From an optimization exercise on the open Yosys and OpenROAD flow, aimed at small area and a short achievable clock period; shortcuts taken in it are not production practice.
In this exercise RTL edits were held to simulation tests only and were not proved equivalent to the original.

## v15
Design riscv_core, start of the top module:
module riscv_core(
    input clk,
    input reset,
    output [31:0] imem_addr,
    input [31:0] imem_rdata0,
    input [31:0] imem_rdata1,
    output [31:0] dmem_addr,
    output [31:0] dmem_wdata,
    output [3:0] dmem_op,
    input [31:0] dmem_rdata,
    output wb_en,
    output [4:0] wb_rd,
    output [31:0] wb_data
    );
For scale: ~7000 cells after synthesis.
Settings: LEC_CHECK=0, CAP_MARGIN=20, CORE_MARGIN=2, CORE_UTILIZATION=40, CTS_BUF_LIST=sky130_fd_sc_hd__clkbuf_4 sky130_fd_sc_hd__clkbuf_8, CTS_CLUSTER_DIAMETER=80, CTS_CLUSTER_SIZE=16, PLACE_DENSITY=0.6, SLEW_MARGIN=20; clock period 15.0 ns.
standard.sh (not shown) runs the stock make flow with config.mk's settings and CLKGATE_MAP_FILE= SYNTH_SCRIPT=/design/flow/synth_recipe.tcl, a recipe that flattens the netlist after the stock synthesis.
==> flow/flow/run.sh <==
#!/bin/bash
set -uo pipefail
bash standard.sh SETUP_SLACK_MARGIN=10.4 "BUFFER_PORTS_ARGS=-buffer_cell sky130_fd_sc_hd__buf_2" finish > standard_flow.log 2>&1
### v15 -> v17
-- flow/design.v --
<<< v15, line 104
    wire [29:0] pcIncF   = pc[31:2] + 30'd1;
    wire [31:0] pcPlusF  = {(cF & ~pc[1]) ? pc[31:2] : pcIncF, cF ^ pc[1], pc[0]};
    wire [31:0] expF;
    rvc_expand u_exp (.h(lo16), .o(expF));
    wire [31:0] instF = cF ? expF : {hi16, lo16};
    wire [31:0] iD = rawD;
    wire [6:0]  op  = iD[6:0];
>>> v17, line 104
    wire [29:0] pcIncF   = pc[31:2] + 30'd1;
    wire [31:0] pcPlusF  = {(cF & ~pc[1]) ? pc[31:2] : pcIncF, cF ^ pc[1], pc[0]};
    wire [31:0] expLo, expHi;
    rvc_expand u_expLo (.h(imem_rdata0[15:0]),  .o(expLo));
    rvc_expand u_expHi (.h(imem_rdata0[31:16]), .o(expHi));
    wire        cLo = (imem_rdata0[1:0] != 2'b11);
    wire        cHi = (imem_rdata0[17:16] != 2'b11);
    wire [31:0] instF = pc[1] ? (cHi ? expHi : {imem_rdata1[15:0], imem_rdata0[31:16]})
                              : (cLo ? expLo : imem_rdata0);
    wire [31:0] iD = rawD;
    wire [6:0]  op  = iD[6:0];
## What came out
v17 -> v15: core utilization flat. Compared to v15, v17 was floorplanned on a bigger die. Relative to v15, met3 capacity usage during global routing has gone down in v17. In the tables for v17 and v15, length of the first detailed-routing pass in iterations reads lower with v15. v17: area share of and/or/nand/nor cells after synthesis lower than v15. v17 finished every stage and its layout cleared the timing, design-rule and antenna checks. v15 went all the way through synthesis, placement and routing and the layout is clean on timing, DRC and antenna.

--- another note on this design; it stands on its own ---

Setup of P:
==> flow/design.v (excerpt) <==
module riscv_core(
    input clk,
    input reset,
    output [31:0] imem_addr,
    input [31:0] imem_rdata0,
    input [31:0] imem_rdata1,
    output [31:0] dmem_addr,
    output [31:0] dmem_wdata,
    output [3:0] dmem_op,
    input [31:0] dmem_rdata,
    output wb_en,
    output [4:0] wb_rd,
    output [31:0] wb_data
    );
==> flow/config.mk <==
export PLATFORM = sky130hd
export DESIGN_NAME = riscv_core
export DESIGN_NICKNAME = riscv_core
export VERILOG_FILES = /design/flow/design.v
export SDC_FILE = /design/flow/constraint.sdc
export NUM_CORES = 4
export LEC_CHECK = 0
export CAP_MARGIN = 30
export CORE_MARGIN = 2
export CORE_UTILIZATION = 40
export CTS_BUF_LIST = sky130_fd_sc_hd__clkbuf_4 sky130_fd_sc_hd__clkbuf_8
export CTS_CLUSTER_DIAMETER = 70
export CTS_CLUSTER_SIZE = 14
export PLACE_DENSITY = 0.6
export SLEW_MARGIN = 20
==> flow/constraint.sdc <==
create_clock -name core_clock -period 15.0 [get_ports {clk}]
set_input_delay 3.0000 -clock core_clock [delete_from_list [all_inputs] [get_ports {clk}]]
set_output_delay 3.0000 -clock core_clock [all_outputs]
set_load 0.01 [all_outputs]
standard.sh (not shown) runs the stock make flow with config.mk's settings and CLKGATE_MAP_FILE= SYNTH_SCRIPT=/design/flow/synth_recipe.tcl, a recipe that flattens the netlist after the stock synthesis.
==> flow/flow/run.sh <==
#!/bin/bash
set -uo pipefail
bash standard.sh SETUP_SLACK_MARGIN=10.3 "BUFFER_PORTS_ARGS=-buffer_cell sky130_fd_sc_hd__buf_2" finish > standard_flow.log 2>&1
P ran to completion and came out clean on the timing, design-rule and antenna checks.
The following lists how Q was set up differently from P:
==> flow/flow/run.sh <==
#!/bin/bash
set -uo pipefail
bash standard.sh SETUP_SLACK_MARGIN=10.4 "BUFFER_PORTS_ARGS=-buffer_cell sky130_fd_sc_hd__buf_2" finish > standard_flow.log 2>&1
Findings:
Q finished every step from synthesis to the final layout, and the layout passed the timing, design-rule and antenna checks.
Going from P to Q, count of fill cells added during filler insertion shrank slightly.
On detailed-routed wire length on met3, P and Q are basically level.
Cell count of the worst reg-to-reg path ends up higher on Q.

## static timing again, ports no longer ideal
How much do the figures lean on ideal ports? The routed layouts below were timed once more, with nothing changed but the port constraints.
Step 1 assumes that a clkbuf_16 drives the clock port and a buf_2 every other input.
Step 2 moves the port delays by t, midway between the first and last clock arrival at a register: inputs arrive t later, outputs are due t later. That takes back most of the time a late clock gives input paths.
Three values: ideal, step 1, step 2; two values: the first two.
| run | t, ns | setup WS [ns] | worst setup path at the end |
|---|---|---|---|
| v15 | 1.065 | 10.372 / 10.284 / 9.381 | input to register |
| v17 | 1.028 | 10.344 / 10.251 / 9.437 | input to register |
| P | 1.042 | 10.215 / 10.215 / 9.303 | input to register |
| Q | 1.060 | 10.356 / 10.273 / 9.407 | input to register |
After both steps every run listed still meets setup and hold. The setup slack of v15, which loses most, moves by -0.088 ns with the drivers and by -0.991 ns with both steps.
